What follows belongs to an exercise in optimizing a design on an open flow for small area, a short achievable clock period and few clock cycles per item; a production flow would make more cautious choices.
Function was checked by simulation only, so behaviour that the tests miss may differ from the original.
Power and IR drop assume default switching activity.

===== flow/constraint.sdc =====
create_clock -name core_clock -period 8.0 [get_ports {s_aclk}]
set_input_delay 1.6000 -clock core_clock [delete_from_list [all_inputs] [get_ports {s_aclk}]]
set_output_delay 1.6000 -clock core_clock [all_outputs]
set_load 0.01 [all_outputs]

===== flow/config.mk =====
export PLATFORM = sky130hd
export DESIGN_NAME = hft
export DESIGN_NICKNAME = hft
export VERILOG_FILES = /design/flow/design.v
export SDC_FILE = /design/flow/constraint.sdc
export NUM_CORES = 4
export LEC_CHECK = 0
export CAP_MARGIN = 20
export CORE_MARGIN = 2
export CORE_UTILIZATION = 55
export SETUP_SLACK_MARGIN = 4.8
export SLEW_MARGIN = 20

===== flow/design.v =====
module hft_div #(
    parameter SW = 30
)(
    input  wire          clk,
    input  wire          rst_n,
    input  wire          full,       
    input  wire          in_v,
    input  wire [31:0]   num,
    input  wire [26:0]   den,
    input  wire [SW-1:0] side_in,
    output wire          adv,        
    output wire          out_v,      
    output wire [6:0]    quotient,
    output wire [SW-1:0] side_out
);
    reg [26:0]   r  [0:5];
    reg [26:0]   d  [0:5];
    reg [6:0]    nq [0:6];    
    reg [SW-1:0] sd [0:6];
    reg [6:0]    v;           
    reg [6:0]    p;           
    reg [2:0]    wt;          
    wire rot = (wt != 3'd0) | (v[6] & full);
    assign adv      = ~rot;
    assign out_v    = v[6] & ~rot;
    assign quotient = nq[6];
    assign side_out = sd[6];
    integer k;
    reg [26:0] ri, di;
    reg [6:0]  ni;
    reg [28:0] t;
    always @(posedge clk) begin
        if (!rst_n) begin
            v  <= 0;
            wt <= 0;
        end else begin
            v <= {v[5:0], rot ? v[6] : in_v};
            if (wt != 3'd0)          wt <= wt - 3'd1;
            else if (v[6] & full)    wt <= 3'd6;
        end
    end
    always @(posedge clk) begin
        p <= {p[5:0], rot};
        for (k = 0; k < 7; k = k + 1) begin
            if (k == 0) begin
                ri = {2'b0, num[31:7]};
                di = den;
                ni = num[6:0];
            end else begin
                ri = r[k-1];
                di = d[k-1];
                ni = nq[k-1];
            end
            t = {1'b0, ri, ni[6]} - {2'b0, di};
            if (k < 6) begin
                r[k] <= t[28] ? {ri[25:0], ni[6]} : t[26:0];
                d[k] <= di;
            end
            if (k == 0) begin
                nq[0] <= rot ? {nq[6][5:0], nq[6][6]} : {ni[5:0], ~t[28]};
                sd[0] <= rot ? sd[6] : side_in;
            end else begin
                nq[k] <= {ni[5:0], p[k-1] ? ni[6] : ~t[28]};
                sd[k] <= sd[k-1];
            end
        end
    end
endmodule
module hft #(
    parameter N_SHORT = 12,
    parameter N_LONG  = 26,
    parameter N_RSI = 14
)(
    input  wire        s_aclk,
    input  wire        s_aresetn,
    input  wire        s_axis_tvalid,
    input  wire        m_axis_tready,
    input  wire        s_axis_tlast,
    input  wire [31:0] s_axis_tdata,
    output wire        s_axis_tready,
    output wire        m_axis_tvalid,
    output wire        m_axis_tlast,
    output wire [31:0] m_axis_macd_tdata,
    output wire [31:0] m_axis_rsi_tdata
);
    integer i;
    reg        ov, kv;
    reg [27:0] o_macd, k_macd;
    reg [6:0]  o_rsi, k_rsi;
    reg        o_last, k_last;
    wire adv;                        
    assign s_axis_tready = adv;
    reg        v0, t0;
    reg [31:0] x0;
    always @(posedge s_aclk) begin
        if (!s_aresetn) v0 <= 0;
        else if (adv)   v0 <= s_axis_tvalid;
        if (adv) begin
            x0 <= s_axis_tdata;
            t0 <= s_axis_tlast;
        end
    end
    reg [31:0] w [0:N_LONG-1];
    reg [4:0]  cnt;                  
    reg        f1, f12, f14, f26;    
    reg        v1, t1, pnz1;
    reg [32:0] d1, e12, e26, so1;
    reg [32:0] sl [0:N_RSI-1];
    wire [31:0] prev  = f1  ? w[0]  : 32'd0;
    wire [31:0] old12 = f12 ? w[N_SHORT-1] : 32'd0;
    wire [31:0] old26 = f26 ? w[N_LONG-1]  : 32'd0;
    wire        go1   = adv & v0;
    wire [4:0]  cnt_n = (cnt == 5'd26) ? cnt : cnt + 5'd1;
    always @(posedge s_aclk) begin
        if (go1) begin
            w[0] <= x0;
            for (i = 1; i < N_LONG; i = i + 1) w[i] <= w[i-1];
        end
        if (adv) begin
            d1   <= {1'b0, x0} - {1'b0, prev};
            e12  <= {1'b0, x0} - {1'b0, old12};
            e26  <= {1'b0, x0} - {1'b0, old26};
            pnz1 <= |prev;
            so1  <= f14 ? (v1 ? sl[N_RSI-2] : sl[N_RSI-1]) : 33'd0;
            t1   <= t0;
        end
    end
    always @(posedge s_aclk) begin
        if (!s_aresetn) begin
            cnt <= 0; f1 <= 0; f12 <= 0; f14 <= 0; f26 <= 0; v1 <= 0;
        end else begin
            if (adv) v1 <= v0;
            if (go1) begin
                cnt <= cnt_n;
                f1  <= 1'b1;
                f12 <= cnt_n >= 5'd12;
                f14 <= cnt_n >= 5'd14;
                f26 <= cnt_n >= 5'd26;
            end
        end
    end
    reg [35:0] s12;
    reg [36:0] s26;
    reg        v2, t2, pnz2;
    reg [32:0] gd2, ld2;
    wire        go2  = adv & v1;
    wire [32:0] g_new = d1[32]  ? 33'd0 : {1'b0, d1[31:0]};
    wire [32:0] g_old = so1[32] ? 33'd0 : {1'b0, so1[31:0]};
    wire [32:0] m_new = d1[32]  ? d1  : 33'd0;    
    wire [32:0] m_old = so1[32] ? so1 : 33'd0;
    always @(posedge s_aclk) begin
        if (go2) begin
            sl[0] <= pnz1 ? d1 : so1;
            for (i = 1; i < N_RSI; i = i + 1) sl[i] <= sl[i-1];
        end
        if (adv) begin
            gd2 <= g_new - g_old;       
            pnz2 <= pnz1;
            ld2 <= m_old - m_new;       
            t2  <= t1;
        end
    end
    always @(posedge s_aclk) begin
        if (!s_aresetn) begin
            s12 <= 0; s26 <= 0; v2 <= 0;
        end else begin
            if (adv) v2 <= v1;
            if (go2) begin
                s12 <= s12 + {{3{e12[32]}}, e12};
                s26 <= s26 + {{4{e26[32]}}, e26};
            end
        end
    end
    reg [35:0] gs, ls;
    reg [36:0] p3, q3;
    reg        v3, t3;
    wire       go3 = adv & v2 & pnz2;
    always @(posedge s_aclk) begin
        if (!s_aresetn) begin
            gs <= 0; ls <= 0; v3 <= 0;
        end else begin
            if (adv) v3 <= v2;
            if (go3) begin
                gs <= gs + {{3{gd2[32]}}, gd2};
                ls <= ls + {{3{ld2[32]}}, ld2};
            end
        end
        if (adv) begin
            p3 <= {1'b0, s12} + ({1'b0, s12} << 2);
            q3 <= s26 + (s26 << 1);
            t3 <= t2;
        end
    end
    reg        v4, t4;
    reg [25:0] ag4, al4;
    reg [26:0] ah4, bh4;
    wire [35:0] ag_full = (gs << 6) + (gs << 3) + gs;    
    wire [35:0] al_full = (ls << 6) + (ls << 3) + ls;
    wire [36:0] a_full  = p3 + (p3 << 4);                
    wire [36:0] b_full  = q3 + (q3 << 2) + (q3 << 3);    
    always @(posedge s_aclk) begin
        if (!s_aresetn) v4 <= 0;
        else if (adv)   v4 <= v3;
        if (adv) begin
            ag4 <= ag_full[35:10];
            al4 <= al_full[35:10];
            ah4 <= a_full[36:10];
            bh4 <= b_full[36:10];
            t4  <= t3;
        end
    end
    reg        v5, t5, lz5;
    reg [31:0] num5;
    reg [26:0] den5;
    reg [27:0] macd5;
    wire [31:0] ag4w = {6'd0, ag4};
    wire [31:0] num_full = (ag4w << 6) + (ag4w << 5) + (ag4w << 2);
    always @(posedge s_aclk) begin
        if (!s_aresetn) v5 <= 0;
        else if (adv)   v5 <= v4;
        if (adv) begin
            num5  <= num_full;
            den5  <= {1'b0, ag4} + {1'b0, al4};
            lz5   <= ~|al4;
            macd5 <= {1'b0, ah4} - {1'b0, bh4};
            t5    <= t4;
        end
    end
    wire        vq;
    wire [6:0]  q;
    wire [29:0] side;
    hft_div #(.SW(30)) u_div (
        .clk      (s_aclk),
        .rst_n    (s_aresetn),
        .full     (kv),
        .in_v     (v5),
        .num      (num5),
        .den      (den5),
        .side_in  ({lz5, t5, macd5}),
        .adv      (adv),
        .out_v    (vq),
        .quotient (q),
        .side_out (side)
    );
    wire [6:0]  rsi_n  = side[29] ? 7'd100 : q;
    wire [27:0] macd_n = side[27:0];
    wire        last_n = side[28];
    wire push   = vq;
    wire o_load = ~ov | m_axis_tready;
    always @(posedge s_aclk) begin
        if (!s_aresetn) begin
            ov <= 0; kv <= 0;
        end else begin
            if (o_load) begin
                ov  <= kv | push;
                kv  <= 1'b0;
            end else if (push) begin
                kv  <= 1'b1;
            end
        end
        if (o_load) begin
            o_macd <= kv ? k_macd : macd_n;
            o_rsi  <= kv ? k_rsi  : rsi_n;
            o_last <= kv ? k_last : last_n;
        end
        if (!kv) begin
            k_macd <= macd_n;
            k_rsi  <= rsi_n;
            k_last <= last_n;
        end
    end
    assign m_axis_tvalid     = ov;
    assign m_axis_tlast      = o_last;
    assign m_axis_macd_tdata = {{4{o_macd[27]}}, o_macd};
    assign m_axis_rsi_tdata  = {25'd0, o_rsi};
endmodule

===== flow/run.sh =====
#!/bin/bash
# synth_recipe.tcl (not shown) runs the flow's synth.tcl, then flattens the netlist and writes it again
# the make line also repeats each setting of config.mk as NAME=value (left out here)
make -C /OpenROAD-flow-scripts/flow DESIGN_CONFIG=/design/flow/config.mk WORK_HOME=/design/flow/orfs CLKGATE_MAP_FILE= SYNTH_SCRIPT=/design/flow/synth_recipe.tcl finish

==> results of run 1 <==
-- metrics by stage --
step | area, um^2 | hold slack, ns
after floorplan | 116600 | 0.3096
after global placement | 120500 | 0.3095
after detailed placement | 120500 | 0.3121
after CTS | 135100 | 0.2879
after global routing | 138600 | 0.3066
final | 138600 | 0.2867
-- sequential cells by signal, indices dropped and copies added, names as in the netlist, 33 cells and up --
register,cells
so1,33
d1,33
e26,33
s12,36
e12,33
u_div.sd,210
w,832
u_div.r,162
gd2,33
sl,462
gs,36
ls,36
q3,37
p3,37
ld2,33
u_div.d,162
u_div.nq,49
s26,37
-- timing repair --
action                      CTS  global route
cloned                       40             8
pin swaps                   279           312
buffers inserted            206           151
gates resized for setup     889           472
setup endpoints to repair  1739           754
-- worst max-delay path, cell delays in order, from the launching register on --
cell and delay [ns]:
dfxtp_2 0.32, inv_2 0.08, ha_4 0.13, nor2b_4 0.16, nand2_4 0.07, buf_12 0.14, clkinv_16 0.05, buf_8 0.10
-- power by group --
group	switching, mW	internal (mW)	total [mW]
sequential	2.67	20.4	23.1
combinational	18.2	15.2	33.4
clock	5.20	7.54	12.7
total	26.1	43.1	69.2
-- synth_stat cells, types with 76 or more instances --
cell      number  area share (%)
a211oi_1      96            0.62
a21o_1       318             2.0
a21oi_1      655             2.8
clkbuf_1     143            0.46
dfxtp_1      797              14
edfxtp_1    1834              47
fa_1         133             2.3
ha_1         772             8.3
inv_1        423             1.4
mux2_2        79            0.76
nand2_1      748             2.4
nand2b_1     135            0.73
nand3_1      139            0.60
nor2_1       487             1.6
nor2b_1      165            0.89
nor3_1       122            0.52
o21a_1       130            0.84
o21ai_0      313             1.3
o21bai_1      76            0.49
xnor2_1      383             2.9
xor2_1       189             1.4
-- metal layers --
layer / track usage [%] / wire (um)
met5: 0 / 25
met1: 31.74 / 116600
met2: 43.19 / 138200
met3: 3.397 / 10460
met4: 10.24 / 12640
-- kinds of logic (layout without fill, tap and decap cells) --
kind of cell | count (synthesis) | count (layout)
other cells | 1 | 32
xor+xnor | 572 | 572
mux | 177 | 177
flops | 2631 | 2631
fa+ha+maj | 905 | 905
buf+inv | 619 | 1450
simple gates | 2170 | 2171
compound gates | 2072 | 2072
-- layout make-up --
class / count / area (um^2) / area share (%)
diodes: 7 / 17.52 / 0.01264
repair inverters: 3 / 48.80 / 0.03520
multi-input cells: 5922 / 47540 / 34.30
flip-flops and latches: 2631 / 71200 / 51.36
clock buffers: 372 / 7866 / 5.675
inverters: 425 / 1663 / 1.200
clock inverters: 126 / 1159 / 0.8358
well taps: 2805 / 3510 / 2.532
repair buffers: 524 / 5617 / 4.052
-- worst paths after layout --
path                    from               to  slack (ns)  depth (start not counted)
max              u_div.wt[1]    s_axis_tready        4.42                          7
min          u_div.sd[5][29]  u_div.sd[6][29]        0.29                          0
max reg2reg           q3[11]          bh4[26]        4.49                         13
min reg2reg  u_div.sd[5][29]  u_div.sd[6][29]        0.29                          0
==> metrics.md, run 1 <==
| Metric | Value |
|---|---|
| Total wire length | `277.9 mm` |
| Final HPWL DP | `182.7 mm` |
| Commonest non-fill, non-tap cell in the layout | `edfxtp_1` |
| Asr flop ratio synth | `0%` |
| Ports | `104` |
| Pwr Total | `69.23 mW` |
| CTS buffer count | `289` |
| Status | `complete, no violations` |
| CTS Hold Bufs | `0` |
| Multiplexer share of the synthesized area | `1.649%` |
| Register area share after synthesis | `60.99%` |
| Synth Area in Adders | `10.58%` |
| Post-synth cell types | `97` |
| Flops & latches, synth | `2,631` |
| H-Tree Depth | `5` |
| Initial DRC count | `4,470` |
| Syn Area/Cell | `12.73 um^2` |
| # port buffers | `78` |
| Hold Path Class | `reg2reg` |
| Worst Path Arrival | `1.98 ns` |
| CTS Sinks | `2,631` |
| Vias per inst | `5.666` |
| Main combinational cell family by area after synthesis | `compound AO/OA/AOI/OAI gates` |
| Worst-path clk slew | `0.06 ns` |
| Setup CP Type | `reg2out` |
| Area of the core | `0.2100 mm^2` |
| Worst-path maximum fanout | `2` |
| Xor/xnor share of the synthesized area | `4.302%` |
| Final nets | `10,740` |
| GRT Util Overall | `25.02%` |
| Filler cells | `15,180` |
| P_leak | `54.51 nW` |
| Top FF cell, synth | `edfxtp_1` |
| Die height | `464.2 um` |
| Number of global-route vias before repair | `71,700` |
| Final Cycle Share | `44.79%` |
| Worst slew margin | `26.06%` |
| CTS tree | `built` |
| Gate Count Post-Synth | `9,147` |
| Antenna Nets Post-Route | `0` |
| Area growth, synth to finish | `19.03%` |
| Synth Area in Compound Gates | `11.50%` |
| Number of antenna violations at the first check in global routing | `6` |
| Fin crit period | `3.583 ns` |
| Die area | `0.2154 mm^2` |
| Worst Path Required | `6.40 ns` |
| Synth warn | `8` |
| Clk Latency, worst-skew pair | `0.95 ns` |
| Peak VDD IR | `407.4 uV` |
| Most frequent cells in the layout | `1,834 x edfxtp_1, 726 x nand2_1, 717 x dfxtp_1, 672 x ha_1, 559 x a21oi_1` |
| Detailed-route via count | `72,610` |
| Startpoint types | `register` |
| Simple-gate share of the synthesized area | `8.839%` |
| Layout Utilization | `66.01%` |
| Pwr dens | `499.4 mW/mm^2` |
| Global-route wire length before repair | `415.6 mm` |
| Worst slack at placement | `3.742 ns` |
| Clock root cell | `clkbuf_16` |
| Residual DRC count | `0` |
| Post-DR wirelength/cell | `21.69 um` |
| Fmax | `279.1 MHz` |
| GP Congestion | `0.8970` |
| Worst Clk Skew | `0.09043 ns` |
| Max_cap viols | `0` |
| RSZ-0062 raised after global routing | `true` |
| DIE WIDTH | `464.2 um` |
| Synthesized area | `0.1165 mm^2` |
| Clock tree buffer depth | `4` |
| Initial core utilization | `55.46%` |
| Dpl cells | `11,910` |
| Slew @ Worst Pin | `1.109 ns` |
| Final Hold Viols | `0` |
| Share of cells above drive strength 1 | `18.32%` |
| EDFF count, synth | `1,834` |
| Max-slew violations | `0` |
| Largest net degree at the start of global routing | `145` |
| Final TNS setup | `0 ns` |
| Finished Layout Cells | `12,820` |
| Row cnt | `168` |
| Endpoints failing setup | `0` |
| Setup slack after layout | `4.417 ns` |
| DR pass1 iterations | `10` |
| Grt ovf | `0` |
| Setup crit end kind | `output pin` |
Testbench counts, summed over its fixed seeds: cycles 2,160, items 2,048.
==> run 2: changes to the inputs <==
--- a/flow/config.mk
+++ b/flow/config.mk
@@ -8,5 +8,8 @@
 export CAP_MARGIN = 20
 export CORE_MARGIN = 2
 export CORE_UTILIZATION = 55
+export CTS_BUF_LIST = sky130_fd_sc_hd__clkbuf_8 sky130_fd_sc_hd__clkbuf_16
+export CTS_CLUSTER_DIAMETER = 80
+export CTS_CLUSTER_SIZE = 30
 export SETUP_SLACK_MARGIN = 4.8
 export SLEW_MARGIN = 20
==> run 2 against run 1 <==
Compared with the run above: clock-buffer cell count is 222 lower; die area stayed put; synthesized area stayed put; clock power is 34% lower; utilization is 2.1 points lower; final cell count is 2.1% lower; first-iteration DRC count is 4.7% higher; critical endpoint unchanged; largest cell class unchanged.
==> metrics.md, run 2 <==
| Metric | Value |
|---|---|
| Clock root cell | `clkbuf_16` |
| Top-count cell post-synth | `edfxtp_1` |
| Flops & latches, synth | `2,631` |
| Final TNS setup | `0 ns` |
| Int Power | `38.80 mW` |
| Synthesized area | `0.1165 mm^2` |
| Post-synth cell types | `97` |
| Worst-path clk slew | `0.10 ns` |
| Switching pwr | `25.38 mW` |
| Final nets | `10,580` |
| Final HPWL DP | `182.7 mm` |
| Synth warn | `8` |
| Die height | `464.2 um` |
| Setup CP Type | `reg2out` |
| Finished Layout Cells | `12,550` |
| H-Tree Depth | `4` |
| Total wire length | `272.7 mm` |
| Final Cycle Share | `44.12%` |
| Hold Path Class | `reg2reg` |
| Top reg by flops | `w` |
| Slew @ Worst Pin | `1.007 ns` |
| Global-route wire length before repair | `406.4 mm` |
| Top delay family on crit path | `buffers and inverters` |
| Yosys top cell area share | `47.29%` |
| Max-slew violations | `0` |
| Gate Count Post-Synth | `9,147` |
| Worst slew margin | `32.88%` |
| CTS buffer count | `141` |
| Initial DRC count | `4,681` |
| Syn Area/Cell | `12.73 um^2` |
| Max reg flops | `832` |
| Commonest non-fill, non-tap cell in the layout | `edfxtp_1` |
| Max_cap viols | `0` |
| P_leak | `52.31 nW` |
| Worst Path Required | `6.40 ns` |
| EDFF count, synth | `1,834` |
| Clock tree buffer depth | `3` |
| Largest net degree at the start of global routing | `215` |
| Post-DR wirelength/cell | `21.73 um` |
| Area of the core | `0.2100 mm^2` |
| GRT Util Overall | `24.45%` |
| Dpl cells | `11,910` |
| Synth top area cells | `edfxtp_1 47%, dfxtp_1 14%, ha_1 8.3%` |
| Asr flop ratio synth | `0%` |
| Comb pwr share | `51.0%` |
| Setup crit end kind | `output pin` |
| Final Hold Viols | `0` |
| Residual DRC count | `0` |
| Flop pwr share | `35.9%` |
| Vias per inst | `5.680` |
| Fmax | `283.3 MHz` |
| GP Congestion | `0.8970` |
| CTS Sinks | `2,631` |
| Initial core utilization | `55.46%` |
| Die area | `0.2154 mm^2` |
| Final instance area | `0.1342 mm^2` |
| Critical Path Max Stage Delay | `0.36 ns` |
| Pwr dens | `478.3 mW/mm^2` |
| Grt ovf | `0` |
| # port buffers | `78` |
| Buffers plus inverters on the worst setup path | `4` |
| Synth area leader | `edfxtp_1` |
| Peak VDD IR | `370.9 uV` |
| Clock share of power | `13.1%` |
| Synth top cells by count | `1,834 x edfxtp_1, 797 x dfxtp_1, 772 x ha_1` |
| Slowest-stage cell, CP | `dfxtp_2` |
| Clk Latency, worst-skew pair | `0.85 ns` |
| Number of antenna violations at the first check in global routing | `3` |
| Endpoints failing setup | `0` |
| Detailed-route via count | `71,260` |
| Top FF cell, synth | `edfxtp_1` |
| CTS tree | `built` |
| Worst Clk Skew | `0.05246 ns` |
| Number of global-route vias before repair | `69,760` |
| Ports | `104` |
| RSZ-0062 raised after global routing | `true` |
| Antenna Nets Post-Route | `0` |
| Fin crit period | `3.529 ns` |
| CTS Hold Bufs | `0` |
| Net Sw Frac | `39.55%` |
| DIE WIDTH | `464.2 um` |
| Critical-path cell list | `inv_2, ha_4, nor2b_4, nand2_4, buf_12, clkinv_16, buf_8` |
| Worst Path Arrival | `1.93 ns` |
| Startpoint types | `register` |
| DR pass1 iterations | `6` |
| Most frequent cells in the layout | `1,834 x edfxtp_1, 727 x nand2_1, 714 x dfxtp_1, 662 x ha_1, 555 x a21oi_1` |
| Placed Area | `0.1205 mm^2` |
| Regs by FF count | `w: 832 flops, sl: 462 flops, u_div.sd: 210 flops` |
| Register area share after synthesis | `60.99%` |
| Row cnt | `168` |
| Status | `complete, no violations` |
| Area growth, synth to finish | `15.24%` |
| Share of cells above drive strength 1 | `16.57%` |
| Worst-path maximum fanout | `5` |
## run 2: layout make-up
type	count	area [um^2]
sequential	2631	71210
clock inverter	90	1164
antenna	2	5.005
tap	2805	3510
clock buffer	150	3720
timing repair buffer	518	5396
fill	15620	75790
timing repair inverter	3	48.80
inverter	425	1653
multi-input combinational	5922	47490
## run 2: repair_timing
action / CTS / global route
pin swaps: 292 / 271
hold endpoints to repair: 0 / 0
gates cloned: 35 / 7
setup buffers: 219 / 138
gates resized for setup: 844 / 450
endpoints found under the setup margin: 1752 / 880
## run 2: kinds of logic (layout without fill, tap and decap cells)
kind of cell             count (synthesis)  in the layout  share of synthesized area [%]
AO/OA/AOI/OAI                         2072           2072                          11.50
XOR/XNOR                               572            572                          4.302
adder cells (fa/ha/maj)                905            905                          10.58
buffers and inverters                  619           1186                          2.140
flip-flops                            2631           2631                          60.99
multiplexers                           177            177                          1.649
other                                    1             27                       0.003220
AND/OR/NAND/NOR                       2170           2171                          8.839
## run 2: stage by stage
stage	worst slack, ns	total power, mW	hold WS, ns	util, %
detailed placement	3.742	48.59	0.3121	57.36
global route	4.311	68.22	0.3088	63.91
finish	4.471	64.19	0.3033	63.91
CTS	4.396	61.89	0.3012	62.34
global placement	3.728	48.06	0.3095	57.36
floorplan	4.282	41.34	0.3096	-
## run 2: power groups by stage
stage	clock network, mW	logic, mW	registers (mW)
after global routing	9.13	35.7	23.4
after floorplan	0	19.4	21.9
after detailed placement	0	25.3	23.3
after global placement	0	24.9	23.2
final	8.43	32.7	23.0
after CTS	8.68	30.2	23.0
## run 2: layer usage
metal | GRT usage (%) | wire (um)
met5 | 0 | 0
met4 | 9.397 | 12250
met3 | 2.506 | 8221
met2 | 42.63 | 135700
met1 | 31.43 | 116500
## run 2: path summary, 6_finish.rpt
check	startpoint	end	slack [ns]	depth (start not counted)
setup / recovery	u_div.wt[0]	s_axis_tready	4.47	7
hold / removal	u_div.sd[5][21]	u_div.sd[6][21]	0.30	0
setup reg to reg	q3[11]	bh4[26]	4.48	12
hold reg to reg	u_div.sd[5][21]	u_div.sd[6][21]	0.30	0
==> run 3: changes to the inputs <==
--- a/flow/config.mk
+++ b/flow/config.mk
@@ -13,3 +13,4 @@
 export CTS_CLUSTER_SIZE = 30
 export SETUP_SLACK_MARGIN = 4.8
 export SLEW_MARGIN = 20
+export TNS_END_PERCENT = 5
==> run 3 against run 2 <==
Compared with the run above: still clean; clock skew up 0.00099 ns; combinational power down 8.6%; largest cell class unchanged; highest routed layer unchanged; synthesized area unchanged; power down 4.7%; non-clock buffer count down 171; critical endpoint is now e12[31]; critical path type is now reg2reg; global-route usage down 0.80 points; utilization down 1.7 points; first-iteration DRC count down 0.34%.
==> metrics.md, run 3 <==
| Metric | Value |
|---|---|
| DIE WIDTH | `464.2 um` |
| Clock tree buffer depth | `3` |
| Status | `complete, no violations` |
| RR Startpoint | `x0[5]` |
| Switching pwr | `24.11 mW` |
| Worst Path Required | `8.59 ns` |
| CTS tree | `built` |
| Setup CP Type | `reg2reg` |
| Worst Clk Skew | `0.05345 ns` |
| Row cnt | `168` |
| Most used cell, CP | `a21oi_1` |
| Flops & latches, synth | `2,631` |
| Worst-path clk slew | `0.10 ns` |
| Die height | `464.2 um` |
| Layout Utilization | `62.19%` |
| Synth warn | `8` |
| R2R Path End | `e12[31]` |
| Buffers plus inverters on the worst setup path | `0` |
| Asr flop ratio synth | `0%` |
| Commonest non-fill, non-tap cell in the layout | `edfxtp_1` |
| Worst slack at placement | `3.742 ns` |
| Finished Layout Cells | `12,380` |
| H-Tree Depth | `4` |
| Placed Area | `0.1205 mm^2` |
| Peak VDD IR | `358.2 uV` |
| Vias per inst | `5.664` |
| Setup crit end kind | `register` |
| Ports | `104` |
| Synth top cells by count | `1,834 x edfxtp_1, 797 x dfxtp_1, 772 x ha_1` |
| Fmax | `279.1 MHz` |
| Residual DRC count | `0` |
| Post-DR wirelength/cell | `21.29 um` |
| Final TNS setup | `0 ns` |
| Max-slew violations | `0` |
| EDFF count, synth | `1,834` |
| Total wire length | `263.6 mm` |
| WHS Endpoint | `u_div.sd[6][21]` |
| Clk Latency, worst-skew pair | `0.86 ns` |
| Worst Path Arrival | `4.17 ns` |
| Antenna Nets Post-Route | `0` |
| Final nets | `10,410` |
| P_leak | `50.90 nW` |
| Hold Path Class | `reg2reg` |
| Top FF cell, synth | `edfxtp_1` |
| CTS Sinks | `2,631` |
| Critical Path Max Stage Delay | `0.59 ns` |
| Critical Path Source | `x0[5]` |
| Detailed-route via count | `70,120` |
| Synth area leader | `edfxtp_1` |
| Most frequent cells in the layout | `1,834 x edfxtp_1, 735 x nand2_1, 733 x dfxtp_1, 704 x ha_1, 605 x a21oi_1` |
| Grt ovf | `0` |
| GRT Util Overall | `23.65%` |
| Top reg by flops | `w` |
| Register area share after synthesis | `60.99%` |
| Area growth, synth to finish | `12.15%` |
| Pwr Total | `61.20 mW` |
| Top delay family on crit path | `compound AO/OA/AOI/OAI gates` |
| Top-count cell post-synth | `edfxtp_1` |
| Number of antenna violations at the first check in global routing | `5` |
| Startpoint types | `register` |
| RSZ-0062 raised after global routing | `true` |
| Initial DRC count | `4,665` |
| Syn Area/Cell | `12.73 um^2` |
| Endpoints failing setup | `0` |
| Max reg flops | `832` |
| Post-synth cell types | `97` |
| Initial core utilization | `55.46%` |
| Gate Count Post-Synth | `9,147` |
| Net Sw Frac | `39.39%` |
| Slew @ Worst Pin | `1.109 ns` |
| Clock root cell | `clkbuf_16` |
| Die area | `0.2154 mm^2` |
| Area of the core | `0.2100 mm^2` |
| Min-Delay Path Depth | `0` |
| Setup slack after layout | `4.417 ns` |
| CTS buffer count | `141` |
| Max_cap viols | `0` |
| Cells on worst reg2reg path | `11` |
| Comb pwr share | `48.8%` |
| Critical-path cell list | `ha_1, o21a_1, o211ai_1, a31o_2, a21oi_1, nor2_1, o31ai_1, or4_1, nand3_1, a21oi_1, xor2_1` |
| Yosys top cell area share | `47.29%` |
| Hold path start | `u_div.sd[5][21]` |
| Final Cycle Share | `44.79%` |
| CTS Hold Bufs | `0` |
| Global-route wire length before repair | `395.1 mm` |
| Fin crit period | `3.583 ns` |
| Dpl cells | `11,910` |
| # port buffers | `78` |
| Worst slew margin | `26.08%` |
| Synth top area cells | `edfxtp_1 47%, dfxtp_1 14%, ha_1 8.3%` |
| Synthesized area | `0.1165 mm^2` |
| R2R Setup Slk | `4.42 ns` |
| Slowest-stage cell, CP | `edfxtp_1` |
| Flop pwr share | `37.5%` |
| GP Congestion | `0.8970` |
| DR pass1 iterations | `5` |
| Final HPWL DP | `182.7 mm` |
| Worst hold slack | `0.3016 ns` |
| Final Hold Viols | `0` |
| Pwr dens | `468.6 mW/mm^2` |
| Regs by FF count | `w: 832 flops, sl: 462 flops, u_div.sd: 210 flops` |
| Final instance area | `0.1306 mm^2` |
| Largest net degree at the start of global routing | `215` |
| Worst-path maximum fanout | `4` |
| Number of global-route vias before repair | `68,540` |
| Int Power | `37.09 mW` |
| Clock share of power | `13.7%` |
| Share of cells above drive strength 1 | `11.97%` |
## run 3: cell count changes in the layout (fill, tap and decap cells not counted), sizes merged
cell           change
clkinv             -1
clkinvlp           +1
clkbuf             +1
diode              +6
clkdlybuf4s50     +30
bufbuf             -2
buf              -192
and3               -1
clkdlybuf4s15      -8
## run 3: worst max path at each step
stage	endpoint	slack [ns]	cells past startpoint
after floorplan	s_axis_tready	4.28	6
after global placement	bh4[25]	3.73	14
after detailed placement	bh4[25]	3.74	14
after CTS	s_axis_tready	4.40	7
after global routing	bh4[26]	4.30	12
final	e12[31]	4.42	11
## run 3: power by group through the flow
stage	Combinational, mW	Clock, mW	Sequential (mW)
after floorplan	19.4	0	21.9
after global placement	24.9	0	23.2
after detailed placement	25.3	0	23.3
after CTS	28.0	8.68	23.0
after global routing	32.9	9.13	23.3
final	29.9	8.41	22.9
## run 3: metal layers
layer  track usage [%]  vias up  share of wire (%)
li1                  -    34070                  -
met1             31.02    34390                 43
met2             40.78     1270                 50
met3             2.473      388                3.1
met4             8.489        0                3.9
met5                 0        -                  0
## run 3: cell type report
type / count / area (um^2)
fill: 16010 / 79390
sequential: 2631 / 71180
multi-input combinational: 5921 / 45700
clock buffer: 150 / 3720
timing repair buffer: 347 / 3618
tap: 2805 / 3510
inverter: 425 / 1643
clock inverter: 90 / 1164
timing repair inverter: 3 / 48.80
antenna: 8 / 20.02
## run 3: logic make-up (layout without fill, tap and decap cells)
logic type      after synthesis  in the layout  synth area share, %
flops                      2631           2631                60.99
simple gates               2170           2170                8.839
compound gates             2072           2072                11.50
fa+ha+maj                   905            905                10.58
buf+inv                     619           1015                2.140
xor+xnor                    572            572                4.302
mux                         177            177                1.649
other cells                   1             33             0.003220
## run 3: what timing repair did
action | 4_1_cts | 5_1_grt
gates resized for setup | 402 | 299
hold endpoints to repair | 0 | 0
gates cloned | 16 | 11
buffers inserted | 125 | 73
setup endpoints to repair | 1752 | 1309
pin swaps | 156 | 141
==> run 4: changes to the inputs <==
--- a/flow/config.mk
+++ b/flow/config.mk
@@ -11,6 +11,7 @@
 export CTS_BUF_LIST = sky130_fd_sc_hd__clkbuf_8 sky130_fd_sc_hd__clkbuf_16
 export CTS_CLUSTER_DIAMETER = 80
 export CTS_CLUSTER_SIZE = 30
+export PLACE_DENSITY = 0.65
 export SETUP_SLACK_MARGIN = 4.8
 export SLEW_MARGIN = 20
 export TNS_END_PERCENT = 5
==> run 4 against run 3 <==
Compared with the run above: still clean on timing, DRC and antenna; worst hold slack worse by 0.00065 ns; sequential power barely moved; via count decreased by 1.6%; global-route usage fell by 1.8 points; flip-flop and latch count stayed put; non-clock buffer count down 80; wire length fell by 7.9%; clock-buffer cell count down 7; first-iteration DRC count grew 7.7%; power down 4.6%; clock power fell by 3.2%.
==> metrics.md, run 4 <==
| Metric | Value |
|---|---|
| Antenna Nets Post-Route | `0` |
| Peak VDD IR | `297.1 uV` |
| Post-synth cell types | `97` |
| Register area share after synthesis | `60.99%` |
| Setup crit end kind | `register` |
| Max reg flops | `832` |
| Total wire length | `242.8 mm` |
| Initial core utilization | `55.46%` |
| DIE WIDTH | `464.2 um` |
| Ports | `104` |
| Worst Path Arrival | `4.14 ns` |
| Final Hold Viols | `0` |
| EDFF count, synth | `1,834` |
| Worst Path Required | `8.56 ns` |
| Top FF cell, synth | `edfxtp_1` |
| Clk Latency, worst-skew pair | `0.84 ns` |
| Startpoint types | `register` |
| Synthesized area | `0.1165 mm^2` |
| Synth warn | `8` |
| Die area | `0.2154 mm^2` |
| GRT Util Overall | `21.81%` |
| Pwr Total | `58.39 mW` |
| Final instance area | `0.1290 mm^2` |
| Die height | `464.2 um` |
| Regs by FF count | `w: 832 flops, sl: 462 flops, u_div.sd: 210 flops` |
| Yosys top cell area share | `47.29%` |
| Area of the core | `0.2100 mm^2` |
| Worst-path maximum fanout | `4` |
| Post-DR wirelength/cell | `19.75 um` |
| Synth area leader | `edfxtp_1` |
| CTS Hold Bufs | `0` |
| Worst Clk Skew | `0.04577 ns` |
| Pwr dens | `452.5 mW/mm^2` |
| Setup CP Type | `reg2reg` |
| Slew @ Worst Pin | `0.9995 ns` |
| Detailed-route via count | `68,960` |
| Flops & latches, synth | `2,631` |
| Clock root cell | `clkbuf_16` |
| Worst slew margin | `33.37%` |
| H-Tree Depth | `4` |
| Final nets | `10,330` |
| Area growth, synth to finish | `10.81%` |
| Final HPWL DP | `169.7 mm` |
| Global-route wire length before repair | `370.7 mm` |
| Max_cap viols | `0` |
| CTS buffer count | `138` |
| Filler cells | `16,130` |
| Hold path start | `u_div.nq[4][4]` |
| CTS Sinks | `2,631` |
| Finished Layout Cells | `12,290` |
| Worst-path clk slew | `0.11 ns` |
| Synth top area cells | `edfxtp_1 47%, dfxtp_1 14%, ha_1 8.3%` |
| Top reg by flops | `w` |
| Endpoints failing setup | `0` |
| Residual DRC count | `0` |
| RSZ-0062 raised after global routing | `true` |
| Grt ovf | `0` |
| Clock tree buffer depth | `3` |
| Placed Area | `0.1204 mm^2` |
| Most frequent cells in the layout | `1,834 x edfxtp_1, 743 x nand2_1, 736 x dfxtp_1, 723 x ha_1, 617 x a21oi_1` |
| Final TNS setup | `0 ns` |
| GP Congestion | `0.8770` |
| Fin crit period | `3.580 ns` |
| Number of global-route vias before repair | `66,590` |
| DR pass1 iterations | `6` |
| Number of antenna violations at the first check in global routing | `17` |
| Status | `complete, no violations` |
| Synth top cells by count | `1,834 x edfxtp_1, 797 x dfxtp_1, 772 x ha_1` |
| RR Startpoint | `ls[5]` |
| Asr flop ratio synth | `0%` |
| # port buffers | `78` |
| P_leak | `50.24 nW` |
| Syn Area/Cell | `12.73 um^2` |
| Worst slack at placement | `3.551 ns` |
| Final Cycle Share | `44.75%` |
| Fmax | `279.3 MHz` |
| Row cnt | `168` |
| Vias per inst | `5.611` |
| Share of cells above drive strength 1 | `9.935%` |
| Initial DRC count | `5,023` |
| Dpl cells | `11,900` |
| Top-count cell post-synth | `edfxtp_1` |
| Critical Path Source | `ls[5]` |
| Hold Path Class | `reg2reg` |
| Setup slack after layout | `4.420 ns` |
| Commonest non-fill, non-tap cell in the layout | `edfxtp_1` |
| Largest net degree at the start of global routing | `197` |
| Max-slew violations | `0` |
| Gate Count Post-Synth | `9,147` |
| CTS tree | `built` |
[run 4: report_power, final]
group | total, mW | leakage, nW | internal (mW) | switching [mW]
sequential | 22.7 | 23.7 | 20.3 | 2.38
clock | 8.14 | 2.33 | 3.52 | 4.62
combinational | 27.5 | 24.2 | 11.8 | 15.7
total | 58.4 | 50.2 | 35.6 | 22.7
[run 4: per-layer routing]
layer / track usage, % / up-vias / routed length, um
met1: 31.29 / 33400 / 114800
met3: 2.312 / 321 / 8334
met2: 35.18 / 1307 / 112500
met5: 0 / - / 0
li1: - / 33940 / -
met4: 6.515 / 0 / 7185
[run 4: path summary, 6_finish.rpt]
check                   endpoint  slack (ns)  depth (start not counted)
setup / recovery         al4[25]        4.42                         11
hold / removal    u_div.nq[5][5]        0.30                          0
setup reg to reg         al4[25]        4.42                         11
hold reg to reg   u_div.nq[5][5]        0.30                          0
[run 4: timing repair]
item                                     CTS  global route
resized for setup                        174           365
pin swaps                                 42           166
endpoints found under the setup margin  1893          1537
gates cloned                              13            15
buffers inserted                          43            83
[run 4: critical path, cell delays in order, from the launching register on]
cell and delay [ns]:
dfxtp_4 0.38, fa_1 0.59, ha_4 0.22, and3_4 0.19
a221o_1 0.40, a221oi_4 0.34, or3_4 0.21, a21bo_4 0.15
o311ai_4 0.12, a2111o_1 0.41, a31o_1 0.19, xnor2_1 0.12
[run 4: layout make-up]
type / instances / area [um^2] / area share (%)
Antenna cell: 4 / 10.01 / 0.007757
Clock buffer: 143 / 3567 / 2.764
Clock inverter: 89 / 1162 / 0.9007
Inverter: 425 / 1652 / 1.280
Multi-Input combinational cell: 5923 / 45020 / 34.89
Sequential cell: 2631 / 71160 / 55.15
Tap cell: 2805 / 3510 / 2.720
Timing Repair Buffer: 267 / 2895 / 2.244
Timing Repair inverter: 4 / 65.06 / 0.05042
[run 4: kinds of logic after synthesis]
family                     Yosys count  share of synthesized area [%]
DFF                               2631                          60.99
and+or+nand+nor                   2170                          8.839
AOI/OAI and AO/OA                 2072                          11.50
adders and majority gates          905                          10.58
buffers and inverters              619                          2.140
xor gates and xnor gates           572                          4.302
muxes                              177                          1.649
other                                1                       0.003220
[run 4: stage by stage]
stage	hold WS, ns	util (%)
6_report	0.3010	61.45
5_1_grt	0.3107	61.45
4_1_cts	0.3048	60.22
3_5_place_dp	0.3121	57.35
3_3_place_gp	0.3098	57.35
2_1_floorplan	0.3096	-
==> run 5: changes to the inputs <==
--- a/flow/config.mk
+++ b/flow/config.mk
@@ -12,6 +12,6 @@
 export CTS_CLUSTER_DIAMETER = 80
 export CTS_CLUSTER_SIZE = 30
 export PLACE_DENSITY = 0.65
-export SETUP_SLACK_MARGIN = 4.8
+export SETUP_SLACK_MARGIN = 4.3
 export SLEW_MARGIN = 20
 export TNS_END_PERCENT = 5
==> run 5 against run 4 <==
Compared with the run above: still clean on timing, DRC and antenna; register-to-register slack worse by 0.19 ns; global-route usage down 0.74 points; final cell count down 0.97%; sequential share of layout area up 1.2 points; critical path type unchanged; largest power group unchanged; highest routed layer unchanged.
==> metrics.md, run 5 <==
| Metric | Value |
|---|---|
| Status | `complete, no violations` |
| Commonest non-fill, non-tap cell in the layout | `edfxtp_1` |
| Area growth, synth to finish | `8.205%` |
| Syn Area/Cell | `12.73 um^2` |
| Peak VDD IR | `288.8 uV` |
| Share of cells above drive strength 1 | `6.203%` |
| Post-DR wirelength/cell | `18.89 um` |
| Slew @ Worst Pin | `1.107 ns` |
| Gate Count Post-Synth | `9,147` |
| Worst Path Required | `8.72 ns` |
| Synth area leader | `edfxtp_1` |
| Max reg flops | `832` |
| Dpl cells | `11,910` |
| Area of the core | `0.2100 mm^2` |
| Finished Layout Cells | `12,170` |
| Ports | `104` |
| Fmax | `265.5 MHz` |
| Yosys top cell area share | `47.29%` |
| Worst Clk Skew | `0.04785 ns` |
| DR pass1 iterations | `6` |
| Worst-path clk slew | `0.11 ns` |
| Worst Path Arrival | `4.49 ns` |
| Top FF cell, synth | `edfxtp_1` |
| Hold Path Class | `reg2reg` |
| Clk Latency, worst-skew pair | `0.84 ns` |
| Top-count cell post-synth | `edfxtp_1` |
| Startpoint types | `register` |
| CTS Hold Bufs | `0` |
| Pwr Total | `56.60 mW` |
| Cells on worst reg2reg path | `12` |
| GRT Util Overall | `21.07%` |
| Initial core utilization | `55.46%` |
| Min-Delay Path Depth | `0` |
| Number of global-route vias before repair | `66,150` |
| R2R Path End | `u_div.r[0][3]` |
| Final nets | `10,220` |
| # port buffers | `78` |
| Worst-path maximum fanout | `52` |
| Flops & latches, synth | `2,631` |
| Register area share after synthesis | `60.99%` |
| H-Tree Depth | `4` |
| CTS Sinks | `2,631` |
| Final Hold Viols | `0` |
| Regs by FF count | `w: 832 flops, sl: 462 flops, u_div.sd: 210 flops` |
| Setup CP Type | `reg2reg` |
| Initial DRC count | `4,989` |
| Synthesized area | `0.1165 mm^2` |
| Final TNS setup | `0 ns` |
| Row cnt | `168` |
| Most frequent cells in the layout | `1,834 x edfxtp_1, 779 x dfxtp_1, 769 x ha_1, 745 x nand2_1, 645 x a21oi_1` |
| GP Congestion | `0.9139` |
| Clock tree buffer depth | `3` |
| RR Startpoint | `num5[11]` |
| Hold path start | `u_div.sd[1][24]` |
| Total wire length | `230.0 mm` |
| Max_cap viols | `0` |
| WHS Endpoint | `u_div.sd[2][24]` |
| CTS buffer count | `136` |
| Final Cycle Share | `47.08%` |
| Worst slew margin | `26.20%` |
| Asr flop ratio synth | `0%` |
| DIE WIDTH | `464.2 um` |
| P_leak | `49.15 nW` |
| Max-slew violations | `0` |
| Grt ovf | `0` |
| Top reg by flops | `w` |
| Die area | `0.2154 mm^2` |
| Post-synth cell types | `97` |
| Clock root cell | `clkbuf_16` |
| Number of antenna violations at the first check in global routing | `11` |
| Fin crit period | `3.767 ns` |
| Residual DRC count | `0` |
| Synth top area cells | `edfxtp_1 47%, dfxtp_1 14%, ha_1 8.3%` |
| Setup crit end kind | `register` |
| Synth top cells by count | `1,834 x edfxtp_1, 797 x dfxtp_1, 772 x ha_1` |
| Vias per inst | `5.583` |
| Pwr dens | `449.1 mW/mm^2` |
| Die height | `464.2 um` |
| Largest net degree at the start of global routing | `212` |
| Endpoints failing setup | `0` |
| EDFF count, synth | `1,834` |
| Final HPWL DP | `167.0 mm` |
| Synth warn | `8` |
| Global-route wire length before repair | `360.7 mm` |
| Detailed-route via count | `67,960` |
| CTS tree | `built` |
| RSZ-0062 raised after global routing | `true` |
| Antenna Nets Post-Route | `0` |
| R2R Setup Slk | `4.23 ns` |
## run 5: logic make-up (layout without fill, tap and decap cells)
logic type / Yosys count / in the layout / synth area share [%]
flops: 2631 / 2631 / 60.99
other cells: 1 / 26 / 0.003220
mux: 177 / 177 / 1.649
xor+xnor: 572 / 572 / 4.302
fa+ha+maj: 905 / 905 / 10.58
compound gates: 2072 / 2072 / 11.50
buf+inv: 619 / 813 / 2.140
simple gates: 2170 / 2171 / 8.839
## run 5: layout make-up
cell class,count,area [um^2]
clock inverter,87,1181
timing repair inverter,2,32.53
tap,2805,3510
antenna,1,2.502
clock buffer,142,3520
multi-input combinational,5922,43570
timing repair buffer,157,1503
fill,16330,83980
inverter,425,1639
sequential,2631,71050
## run 5: layer usage
metal	vias up	part of all wire [%]	track usage, %	routed length (um)
met5	-	0	0	0
met4	0	3.5	7.062	7936
met3	317	3.4	2.285	7809
met2	1137	46	33.82	104900
met1	32880	48	30.03	109300
li1	33630	-	-	-
## run 5: timing repair
action	4_1_cts	5_1_grt
hold endpoints to repair	0	0
endpoints found under the setup margin	440	515
pin swaps	6	31
cloned	3	0
gates resized for setup	47	83
buffers inserted	8	26
## run 5: worst max path at each step
stage	from	end	slack [ns]	cells past startpoint
detailed placement	u_div.nq[2][6]	u_div.r[3][15]	3.62	13
floorplan	u_div.wt[1]	s_axis_tready	4.23	6
CTS	q3[4]	bh4[25]	4.20	14
global placement	q3[2]	bh4[25]	3.72	14
global route	ls[3]	al4[25]	4.07	13
finish	num5[11]	u_div.r[0][3]	4.23	12
## run 5: worst max-delay path, cell delays in order, from the launching register on
cell	delay, ns
edfxtp_1	0.43
ha_1	0.25
or3_4	0.41
or2_4	0.25
or3_4	0.41
a31oi_4	0.23
o21ai_2	0.10
o31ai_2	0.42
nor2_2	0.09
o41ai_4	0.20
buf_4	0.61
nand2_1	0.12
o31ai_1	0.10
## run 5: report_power, final
part / total [mW] / switching (mW) / internal [mW] / leakage, nW
Sequential: 22.7 / 2.41 / 20.3 / 23.7
Combinational: 25.7 / 14.8 / 10.9 / 23.2
Clock: 8.18 / 4.63 / 3.55 / 2.31
## run 5: through the flow
stage,setup slack (ns),hold slack [ns],cell area [um^2],utilization (%)
4_1_cts,4.202,0.3173,125400,59.73
6_report,4.233,0.3115,126000,60.01
3_5_place_dp,3.625,0.3121,120500,57.36
2_1_floorplan,4.232,0.3096,116600,-
5_1_grt,4.073,0.3119,126000,60.01
3_3_place_gp,3.721,0.3096,120500,57.36
==> run 6: changes to the inputs <==
--- a/flow/config.mk
+++ b/flow/config.mk
@@ -12,6 +12,6 @@
 export CTS_CLUSTER_DIAMETER = 80
 export CTS_CLUSTER_SIZE = 30
 export PLACE_DENSITY = 0.65
-export SETUP_SLACK_MARGIN = 4.3
+export SETUP_SLACK_MARGIN = 4.5
 export SLEW_MARGIN = 20
 export TNS_END_PERCENT = 5
==> run 6 against run 5 <==
Compared with the run above: register-to-register slack improved by 0.22 ns; highest routed layer is now met5; first-iteration DRC count increased by 3.5%; design area rose by 0.91%; critical path type is now reg2out.
==> metrics.md, run 6 <==
| Metric | Value |
|---|---|
| CTS buffer count | `136` |
| Buffers plus inverters on the worst setup path | `1` |
| Most used routing layer in global routing | `met2` |
| Detailed-route via count | `68,460` |
| Pwr dens | `453.5 mW/mm^2` |
| Post-DR wirelength/cell | `19.64 um` |
| Top reg by flops | `w` |
| Fin crit period | `3.597 ns` |
| Yosys top cell area share | `47.29%` |
| Vias per inst | `5.604` |
| Area growth, synth to finish | `9.189%` |
| Synth warn | `8` |
| Ports | `104` |
| Antenna Nets Post-Route | `0` |
| Worst slew margin | `23.69%` |
| Critical Path Max Stage Delay | `0.60 ns` |
| Initial core utilization | `55.46%` |
| Largest net degree at the start of global routing | `200` |
| Global-route wire length before repair | `366.7 mm` |
| Share of cells above drive strength 1 | `7.577%` |
| GP Congestion | `0.9100` |
| Initial DRC count | `5,166` |
| Regs by FF count | `w: 832 flops, sl: 462 flops, u_div.sd: 210 flops` |
| Slowest-stage cell, CP | `clkdlybuf4s50_1` |
| Hold Path Class | `reg2reg` |
| Gate Count Post-Synth | `9,147` |
| CTS tree | `built` |
| Final HPWL DP | `171.6 mm` |
| Final TNS setup | `0 ns` |
| Worst-path clk slew | `0.11 ns` |
| Die area | `0.2154 mm^2` |
| Syn Area/Cell | `12.73 um^2` |
| Clock tree buffer depth | `3` |
| EDFF count, synth | `1,834` |
| Register area share after synthesis | `60.99%` |
| Worst Clk Skew | `0.03855 ns` |
| Endpoints failing setup | `0` |
| Synthesized area | `0.1165 mm^2` |
| Top-count cell post-synth | `edfxtp_1` |
| Number of global-route vias before repair | `65,990` |
| Layout Utilization | `60.56%` |
| Status | `complete, no violations` |
| Asr flop ratio synth | `0%` |
| Top delay family on crit path | `buffers and inverters` |
| RSZ-0062 raised after global routing | `true` |
| Sequential cell area | `0.07112 mm^2` |
| Met3 Resource Use GR | `2.345%` |
| Peak VDD IR | `356.0 uV` |
| Max-slew violations | `0` |
| Most frequent cells in the layout | `1,834 x edfxtp_1, 759 x dfxtp_1, 756 x ha_1, 744 x nand2_1, 635 x a21oi_1` |
| Multi-input logic area | `0.04408 mm^2` |
| Post-synth cell types | `97` |
| Grt ovf | `0` |
| DR pass1 iterations | `5` |
| Total wire length | `240.0 mm` |
| Row cnt | `168` |
| Setup crit end kind | `output pin` |
| Fmax | `278.0 MHz` |
| Die height | `464.2 um` |
| Synth top cells by count | `1,834 x edfxtp_1, 797 x dfxtp_1, 772 x ha_1` |
| Worst-path maximum fanout | `1` |
| Synth area leader | `edfxtp_1` |
| Number of antenna violations at the first check in global routing | `10` |
| Final Cycle Share | `44.96%` |
| # port buffers | `78` |
| Worst Path Required | `6.40 ns` |
| Critical-path cell list | `clkdlybuf4s50_1` |
| H-Tree Depth | `4` |
| P_leak | `49.62 nW` |
| Commonest non-fill, non-tap cell in the layout | `edfxtp_1` |
| DIE WIDTH | `464.2 um` |
| Worst Path Arrival | `2.00 ns` |
| Met1 global-route usage | `30.86%` |
| Flops & latches, synth | `2,631` |
| CTS Hold Bufs | `0` |
| Setup CP Type | `reg2out` |
| Synth top area cells | `edfxtp_1 47%, dfxtp_1 14%, ha_1 8.3%` |
| Top FF cell, synth | `edfxtp_1` |
| Pwr Total | `57.66 mW` |
| Clock root cell | `clkbuf_16` |
| Clk Latency, worst-skew pair | `0.85 ns` |
| Grt met2 use | `35.36%` |
| Startpoint types | `register` |
| Max_cap viols | `0` |
| Area of the core | `0.2100 mm^2` |
| Final Hold Viols | `0` |
| Residual DRC count | `0` |
| CTS Sinks | `2,631` |
| Filler cells | `16,420` |
| Slew @ Worst Pin | `1.145 ns` |
| Max reg flops | `832` |
| Final nets | `10,260` |
| GRT Util Overall | `21.66%` |
run 6: final cells by class:
cell class	count	area share, %
Antenna cell	2	0.003936
Inverter	425	1.289
Clock inverter	86	0.9239
Clock buffer	141	2.766
Timing Repair Buffer	202	1.624
Timing Repair inverter	3	0.03837
Multi-Input combinational cell	5922	34.67
Sequential cell	2631	55.93
Tap cell	2805	2.760
run 6: path summary, 6_finish.rpt:
| kind | from | to | slack, ns | cells after the start |
|---|---|---|---|---|
| setup / recovery | o_macd[19] | m_axis_macd_tdata[19] | 4.40 | 1 |
| setup reg to reg | ag4[1] | num5[30] | 4.45 | 13 |
| hold / removal | u_div.sd[4][25] | u_div.sd[5][25] | 0.31 | 0 |
| hold reg to reg | u_div.sd[4][25] | u_div.sd[5][25] | 0.31 | 0 |
run 6: power breakdown:
group	internal [mW]	switching (mW)
Clock	3.57	4.60
Sequential	20.3	2.50
Combinational	11.3	15.4
Total	35.2	22.5
run 6: repair_timing:
item / CTS / global route
gates cloned: 4 / 7
gates resized for setup: 68 / 211
pin swaps: 9 / 85
buffers inserted: 12 / 67
setup endpoints to repair: 528 / 587
run 6: cells by family after synthesis:
| logic type | Yosys count | synth area share (%) |
|---|---|---|
| other cells | 1 | 0.003220 |
| mux | 177 | 1.649 |
| buf+inv | 619 | 2.140 |
| simple gates | 2170 | 8.839 |
| xor+xnor | 572 | 4.302 |
| flops | 2631 | 60.99 |
| fa+ha+maj | 905 | 10.58 |
| compound gates | 2072 | 11.50 |
run 6: per-stage QoR:
| stage | instance area [um^2] | setup slack, ns | hold slack, ns | std cells |
|---|---|---|---|---|
| final | 127200 | 4.403 | 0.3080 | 12220 |
| after global placement | 120400 | 3.656 | 0.3095 | 11900 |
| after CTS | 125500 | 4.250 | 0.3079 | 12140 |
| after floorplan | 116700 | 4.273 | 0.3096 | 9171 |
| after detailed placement | 120400 | 3.619 | 0.3121 | 11900 |
| after global routing | 127200 | 4.285 | 0.3152 | 12220 |
run 6: routing by layer:
| metal | wire length (um) | share of wire (%) |
|---|---|---|
| met5 | 13 | 0.0054 |
| met4 | 6420 | 2.7 |
| met3 | 8408 | 3.5 |
| met2 | 112600 | 47 |
| met1 | 112500 | 47 |
==> run 7: changes to the inputs <==
--- a/flow/config.mk
+++ b/flow/config.mk
@@ -11,7 +11,6 @@
 export CTS_BUF_LIST = sky130_fd_sc_hd__clkbuf_8 sky130_fd_sc_hd__clkbuf_16
 export CTS_CLUSTER_DIAMETER = 80
 export CTS_CLUSTER_SIZE = 30
-export PLACE_DENSITY = 0.65
 export SETUP_SLACK_MARGIN = 4.5
 export SLEW_MARGIN = 20
 export TNS_END_PERCENT = 5
==> run 7 against run 6 <==
Compared with the run above: combinational power hardly changed; final cell count hardly changed; power is 1.1% higher; design area hardly changed; die area stayed put; via count is 0.56% higher; clock power is 3.7% higher; synthesized area stayed put; critical path depth stayed put; worst setup slack worse by 0.11 ns; critical path type unchanged; largest cell class unchanged; largest power group unchanged.
==> metrics.md, run 7 <==
| Metric | Value |
|---|---|
| Status | `complete, no violations` |
| Clk Latency, worst-skew pair | `0.83 ns` |
| Max-slew violations | `0` |
| R2R Path End | `macd5[26]` |
| Min-Delay Path Depth | `0` |
| DR pass1 iterations | `8` |
| Peak VDD IR | `426.9 uV` |
| Endpoints failing setup | `0` |
| Asr flop ratio synth | `0%` |
| Cells on worst reg2reg path | `12` |
| Vias per inst | `5.632` |
| Top FF cell, synth | `edfxtp_1` |
| Number of antenna violations at the first check in global routing | `9` |
| Final Hold Viols | `0` |
| Row cnt | `168` |
| Register area share after synthesis | `60.99%` |
| Most frequent cells in the layout | `1,834 x edfxtp_1, 765 x ha_1, 762 x dfxtp_1, 745 x nand2_1, 637 x a21oi_1` |
| GRT Util Overall | `22.59%` |
| Ports | `104` |
| Die area | `0.2154 mm^2` |
| Met2 wire len | `124.4 mm` |
| Worst Path Arrival | `2.11 ns` |
| Regs by FF count | `w: 832 flops, sl: 462 flops, u_div.sd: 210 flops` |
| Top reg by flops | `w` |
| EDFF count, synth | `1,834` |
| Slowest-stage cell, CP | `dfxtp_1` |
| Post-DR wirelength/cell | `20.24 um` |
| Share of cells above drive strength 1 | `7.199%` |
| Buffers plus inverters on the worst setup path | `1` |
| Top layer in use | `met4` |
| Slew @ Worst Pin | `1.021 ns` |
| Synth top area cells | `edfxtp_1 47%, dfxtp_1 14%, ha_1 8.3%` |
| Clock root cell | `clkbuf_16` |
| Top delay family on crit path | `flip-flops` |
| Flops & latches, synth | `2,631` |
| Worst-path clk slew | `0.10 ns` |
| Detailed-route via count | `68,840` |
| Max_cap viols | `0` |
| Residual DRC count | `0` |
| WL met3 | `7.977 mm` |
| Yosys top cell area share | `47.29%` |
| Top-count cell post-synth | `edfxtp_1` |
| Area of the core | `0.2100 mm^2` |
| Number of global-route vias before repair | `68,470` |
| Commonest non-fill, non-tap cell in the layout | `edfxtp_1` |
| Fmax | `269.4 MHz` |
| R2R Setup Slk | `4.35 ns` |
| Clock tree buffer depth | `3` |
| # port buffers | `78` |
| Hold Path Class | `reg2reg` |
| GP Congestion | `0.9031` |
| Initial DRC count | `4,735` |
| DIE WIDTH | `464.2 um` |
| P_leak | `49.66 nW` |
| Worst hold slack | `0.3262 ns` |
| Post-synth cell types | `97` |
| Antenna Nets Post-Route | `0` |
| Worst-path maximum fanout | `2` |
| Total wire length | `247.4 mm` |
| Area growth, synth to finish | `9.130%` |
| Worst Path Required | `6.40 ns` |
| WHS Endpoint | `u_div.nq[6][1]` |
| Max reg flops | `832` |
| Startpoint types | `register` |
| Synth area leader | `edfxtp_1` |
| Gate Count Post-Synth | `9,147` |
| RR Startpoint | `bh4[0]` |
| CTS buffer count | `142` |
| Worst Clk Skew | `0.04967 ns` |
| Final TNS setup | `0 ns` |
| Initial core utilization | `55.46%` |
| Critical Path Max Stage Delay | `0.66 ns` |
| RSZ-0062 raised after global routing | `true` |
| Final HPWL DP | `179.0 mm` |
| Final Cycle Share | `46.40%` |
| H-Tree Depth | `4` |
| Largest net degree at the start of global routing | `193` |
| Synthesized area | `0.1165 mm^2` |
| Hold path start | `u_div.nq[5][0]` |
| CTS Sinks | `2,631` |
| Setup CP Type | `reg2out` |
| CTS tree | `built` |
| Pwr dens | `458.5 mW/mm^2` |
| Grt ovf | `0` |
| Syn Area/Cell | `12.73 um^2` |
| Worst slew margin | `31.95%` |
| Synth warn | `8` |
| Critical-path cell list | `clkdlybuf4s50_1` |
| Setup crit end kind | `output pin` |
| Die height | `464.2 um` |
| Final nets | `10,250` |
| Global-route wire length before repair | `381.5 mm` |
| Synth top cells by count | `1,834 x edfxtp_1, 797 x dfxtp_1, 772 x ha_1` |
| Routed met1 length | `105.5 mm` |
| Fin crit period | `3.712 ns` |
==> run 7: cell counts after synthesis <==
No cell type changed its count.
==> run 7: layer usage <==
layer,track usage [%],vias up
li1,-,33750
met1,28.61,33480
met2,39.93,1181
met3,2.419,426
met4,8.346,0
met5,0,-
==> run 7: kinds of logic after synthesis <==
group | count (synthesis) | synth area share (%)
AOI/OAI and AO/OA | 2072 | 11.50
xor gates and xnor gates | 572 | 4.302
adders and majority gates | 905 | 10.58
buffers and inverters | 619 | 2.140
DFF | 2631 | 60.99
muxes | 177 | 1.649
other | 1 | 0.003220
and+or+nand+nor | 2170 | 8.839
==> run 7: layout make-up <==
cell class / instances / area [um^2]
Timing Repair inverter: 2 / 32.53
Timing Repair Buffer: 188 / 1971
Inverter: 425 / 1649
Antenna cell: 1 / 2.502
Fill cell: 16400 / 82900
Clock inverter: 93 / 1066
Tap cell: 2805 / 3510
Multi-Input combinational cell: 5921 / 43860
Sequential cell: 2631 / 71090
Clock buffer: 158 / 3909
==> run 7: timing repair <==
| action | CTS | global route |
|---|---|---|
| resized for setup | 161 | 75 |
| setup buffers | 40 | 12 |
| gates cloned | 5 | 1 |
| hold buffers | 0 | 0 |
| pin swaps | 42 | 16 |
| setup endpoints to repair | 972 | 1093 |
==> run 7: metrics by stage <==
stage | power (mW) | setup slack [ns] | cells | cell area (um^2) | util, %
finish | 58.27 | 4.288 | 12220 | 127100 | 60.52
CTS | 58.39 | 4.215 | 12210 | 126600 | 60.31
global route | 62.38 | 4.195 | 12220 | 127100 | 60.52
global placement | 48.18 | 3.369 | 11910 | 120500 | 57.41
floorplan | 41.34 | 4.273 | 9171 | 116700 | -
detailed placement | 48.70 | 3.307 | 11910 | 120600 | 57.41
==> run 7: how the worst max path moves through the flow <==
stage                     start            end  slack [ns]  depth (start not counted)
floorplan           u_div.wt[1]  s_axis_tready        4.27                          6
global placement        so1[32]        gd2[31]        3.37                         13
detailed placement      so1[32]        gd2[31]        3.31                         13
CTS                      ag4[0]       num5[30]        4.22                         14
global route           num5[16]  u_div.r[0][4]        4.19                         12
finish                       ov  m_axis_tvalid        4.29                          1
==> run 7: where the power goes <==
group | internal, mW | total, mW | leakage (nW) | switching, mW
Clock | 3.80 | 8.47 | 2.49 | 4.66
Combinational | 11.3 | 27.0 | 23.5 | 15.7
Sequential | 20.3 | 22.8 | 23.7 | 2.46
==> run 8: changes to the inputs <==
--- a/flow/config.mk
+++ b/flow/config.mk
@@ -11,6 +11,7 @@
 export CTS_BUF_LIST = sky130_fd_sc_hd__clkbuf_8 sky130_fd_sc_hd__clkbuf_16
 export CTS_CLUSTER_DIAMETER = 80
 export CTS_CLUSTER_SIZE = 30
+export PLACE_DENSITY = 0.7
 export SETUP_SLACK_MARGIN = 4.5
 export SLEW_MARGIN = 20
 export TNS_END_PERCENT = 5
==> run 8 against run 7 <==
Compared with the run above: sequential share of layout area increased by 0.19 points; largest cell class unchanged; utilization decreased by 0.18 points; clock skew increased by 0.021 ns; largest power group unchanged; highest routed layer unchanged; critical path type unchanged.
==> metrics.md, run 8 <==
| Metric | Value |
|---|---|
| Top reg by flops | `w` |
| Area of the core | `0.2100 mm^2` |
| CTS buffer count | `130` |
| Pwr dens | `450.7 mW/mm^2` |
| Slew @ Worst Pin | `1.062 ns` |
| Asr flop ratio synth | `0%` |
| Top FF cell, synth | `edfxtp_1` |
| EDFF count, synth | `1,834` |
| Initial core utilization | `55.46%` |
| Flops & latches, synth | `2,631` |
| Final Hold Viols | `0` |
| Worst-path clk slew | `0.10 ns` |
| Synth top area cells | `edfxtp_1 47%, dfxtp_1 14%, ha_1 8.3%` |
| Synth warn | `8` |
| Die height | `464.2 um` |
| Max reg flops | `832` |
| Total wire length | `230.6 mm` |
| CTS Sinks | `2,631` |
| Fin crit period | `3.568 ns` |
| Endpoints failing setup | `0` |
| Peak VDD IR | `318.6 uV` |
| Sequential cell area | `0.07111 mm^2` |
| Worst slew margin | `29.22%` |
| Final nets | `10,250` |
| CTS tree | `built` |
| Hold Path Class | `reg2reg` |
| Max_cap viols | `0` |
| DIE WIDTH | `464.2 um` |
| GRT Util Overall | `21.10%` |
| Final TNS setup | `0 ns` |
| Status | `complete, no violations` |
| Clock tree buffer depth | `3` |
| Synth top cells by count | `1,834 x edfxtp_1, 797 x dfxtp_1, 772 x ha_1` |
| Top delay family on crit path | `buffers and inverters` |
| Clk Latency, worst-skew pair | `0.88 ns` |
| Worst Clk Skew | `0.07092 ns` |
| Number of antenna violations at the first check in global routing | `7` |
| Antenna Nets Post-Route | `0` |
| Yosys top cell area share | `47.29%` |
| Clock root cell | `clkbuf_16` |
| RSZ-0062 raised after global routing | `true` |
| Regs by FF count | `w: 832 flops, sl: 462 flops, u_div.sd: 210 flops` |
| CTS Hold Bufs | `0` |
| Post-DR wirelength/cell | `18.91 um` |
| Startpoint types | `register` |
| Area growth, synth to finish | `8.802%` |
| Largest net degree at the start of global routing | `216` |
| # port buffers | `78` |
| Initial DRC count | `5,660` |
| Pwr Total | `57.11 mW` |
| Slowest-stage cell, CP | `clkdlybuf4s50_1` |
| Grt ovf | `0` |
| Post-synth cell types | `97` |
| Synth area leader | `edfxtp_1` |
| Die area | `0.2154 mm^2` |
| Register area share after synthesis | `60.99%` |
| Top-count cell post-synth | `edfxtp_1` |
| Syn Area/Cell | `12.73 um^2` |
| Synthesized area | `0.1165 mm^2` |
| Setup crit end kind | `output pin` |
| Fmax | `280.3 MHz` |
| Critical Path Max Stage Delay | `0.60 ns` |
| Multi-input logic area | `0.04404 mm^2` |
| Vias per inst | `5.606` |
| P_leak | `49.37 nW` |
| Worst Path Arrival | `1.97 ns` |
| Worst-path maximum fanout | `1` |
| H-Tree Depth | `4` |
| Buffers plus inverters on the worst setup path | `1` |
| Row cnt | `168` |
| Gate Count Post-Synth | `9,147` |
| Most frequent cells in the layout | `1,834 x edfxtp_1, 762 x ha_1, 756 x dfxtp_1, 745 x nand2_1, 631 x a21oi_1` |
| DR pass1 iterations | `5` |
| Ports | `104` |
| Commonest non-fill, non-tap cell in the layout | `edfxtp_1` |
| Number of global-route vias before repair | `67,360` |
| Residual DRC count | `0` |
| Global-route wire length before repair | `362.9 mm` |
| Detailed-route via count | `68,380` |
| GP Congestion | `0.9071` |
| Critical-path cell list | `clkdlybuf4s50_1` |
| Max-slew violations | `0` |
| Setup CP Type | `reg2out` |
| Final Cycle Share | `44.60%` |
| Worst Path Required | `6.40 ns` |
| Share of cells above drive strength 1 | `7.369%` |
| Filler cells | `16,180` |
| Final HPWL DP | `163.1 mm` |
==> run 8: layout make-up <==
type	count	area share, %
tap	2805	2.770
antenna	2	0.003950
timing repair buffer	191	1.470
inverter	425	1.297
clock buffer	133	2.609
timing repair inverter	4	0.05135
sequential	2631	56.12
clock inverter	85	0.9154
multi-input combinational	5922	34.76
==> run 8: worst paths after layout <==
| path | from | to | slack [ns] | cells after the start |
|---|---|---|---|---|
| setup / recovery | o_macd[24] | m_axis_macd_tdata[24] | 4.43 | 1 |
| hold / removal | u_div.sd[4][29] | u_div.sd[5][29] | 0.31 | 0 |
| setup reg to reg | x0[1] | e26[32] | 4.46 | 13 |
| hold reg to reg | u_div.sd[4][29] | u_div.sd[5][29] | 0.31 | 0 |
==> run 8: repair_timing <==
action | 4_1_cts | 5_1_grt
cloned | 5 | 1
pin swaps | 40 | 61
hold endpoints to repair | 0 | 0
endpoints found under the setup margin | 1531 | 713
gates resized for setup | 103 | 169
setup buffers | 40 | 32
==> run 8: through the flow <==
step                      setup slack, ns  instance area (um^2)  hold WS [ns]  std cells  utilization [%]
after floorplan                     4.273                116700        0.3096       9171                -
after detailed placement            3.545                120400        0.3121      11900            57.33
after global routing                4.314                126700        0.3203      12200            60.34
final                               4.432                126700        0.3137      12200            60.34
after CTS                           4.312                125700        0.3148      12160            59.88
after global placement              3.515                120400        0.3095      11900            57.33
==> run 8: report_power, final <==
| group | total, mW | leakage (nW) | switching (mW) | internal (mW) |
|---|---|---|---|---|
| logic | 26.6 | 23.5 | 15.3 | 11.3 |
| clock network | 7.86 | 2.19 | 4.46 | 3.39 |
| registers | 22.7 | 23.7 | 2.36 | 20.3 |
==> run 8: routing by layer <==
layer,part of all wire [%],GRT usage (%),vias to the layer above,routed length (um)
met5,0,0,-,0
met4,2.4,5.809,0,5615
met3,3.8,2.419,290,8654
met2,47,34.65,1279,107800
met1,47,29.78,33090,108600
li1,-,-,33720,-
==> run 8: cells by family (layout without fill, tap and decap cells) <==
kind of cell	after synthesis	in the layout	share of synthesized area, %
simple gates	2170	2170	8.839
compound gates	2072	2073	11.50
other cells	1	27	0.003220
flops	2631	2631	60.99
xor+xnor	572	572	4.302
buf+inv	619	838	2.140
mux	177	177	1.649
fa+ha+maj	905	905	10.58

[what the ideal ports hide]
How much do the figures lean on ideal ports? The routed layouts below were timed once more, with nothing changed but the port constraints.
Step 1 assumes that a clkbuf_16 drives the clock port and a buf_2 every other input.
Step 2 times the ports against the registers' clock, not the clock port: input delays grow and output delays shrink by t, the midpoint of the rising clock arrivals with the driver on.
a / b / c = no drivers / after step 1 / after step 2; a / b = the first two.
run | t, ns | setup WS [ns] | slew at the worst register clock pin (ns) | worst slew at a driven data input, ns | cell pins on the clock port's net
run 1 | 1.002 | 4.417 / 4.325 / 4.080 | 0.07 / 0.07 | 0.05 | 1
run 2 | 0.914 | 4.471 / 4.379 / 4.060 | 0.11 / 0.11 | 0.05 | 1
run 3 | 0.913 | 4.417 / 4.347 / 4.110 | 0.11 / 0.11 | 0.04 | 1
run 4 | 0.909 | 4.420 / 4.420 / 4.420 | 0.11 / 0.11 | 0.15 | 1
run 5 | 0.905 | 4.233 / 4.232 / 4.168 | 0.11 / 0.11 | 0.12 | 1
run 6 | 0.909 | 4.403 / 4.317 / 4.075 | 0.12 / 0.12 | 0.07 | 1
run 7 | 0.892 | 4.288 / 4.200 / 4.330 | 0.11 / 0.11 | 0.04 | 1
run 8 | 0.928 | 4.432 / 4.344 / 4.077 | 0.11 / 0.11 | 0.07 | 1
After both steps setup and hold are still met in every run listed. The setup slack of run 2, which loses most, moves by -0.092 ns with the drivers and by -0.411 ns with both steps.
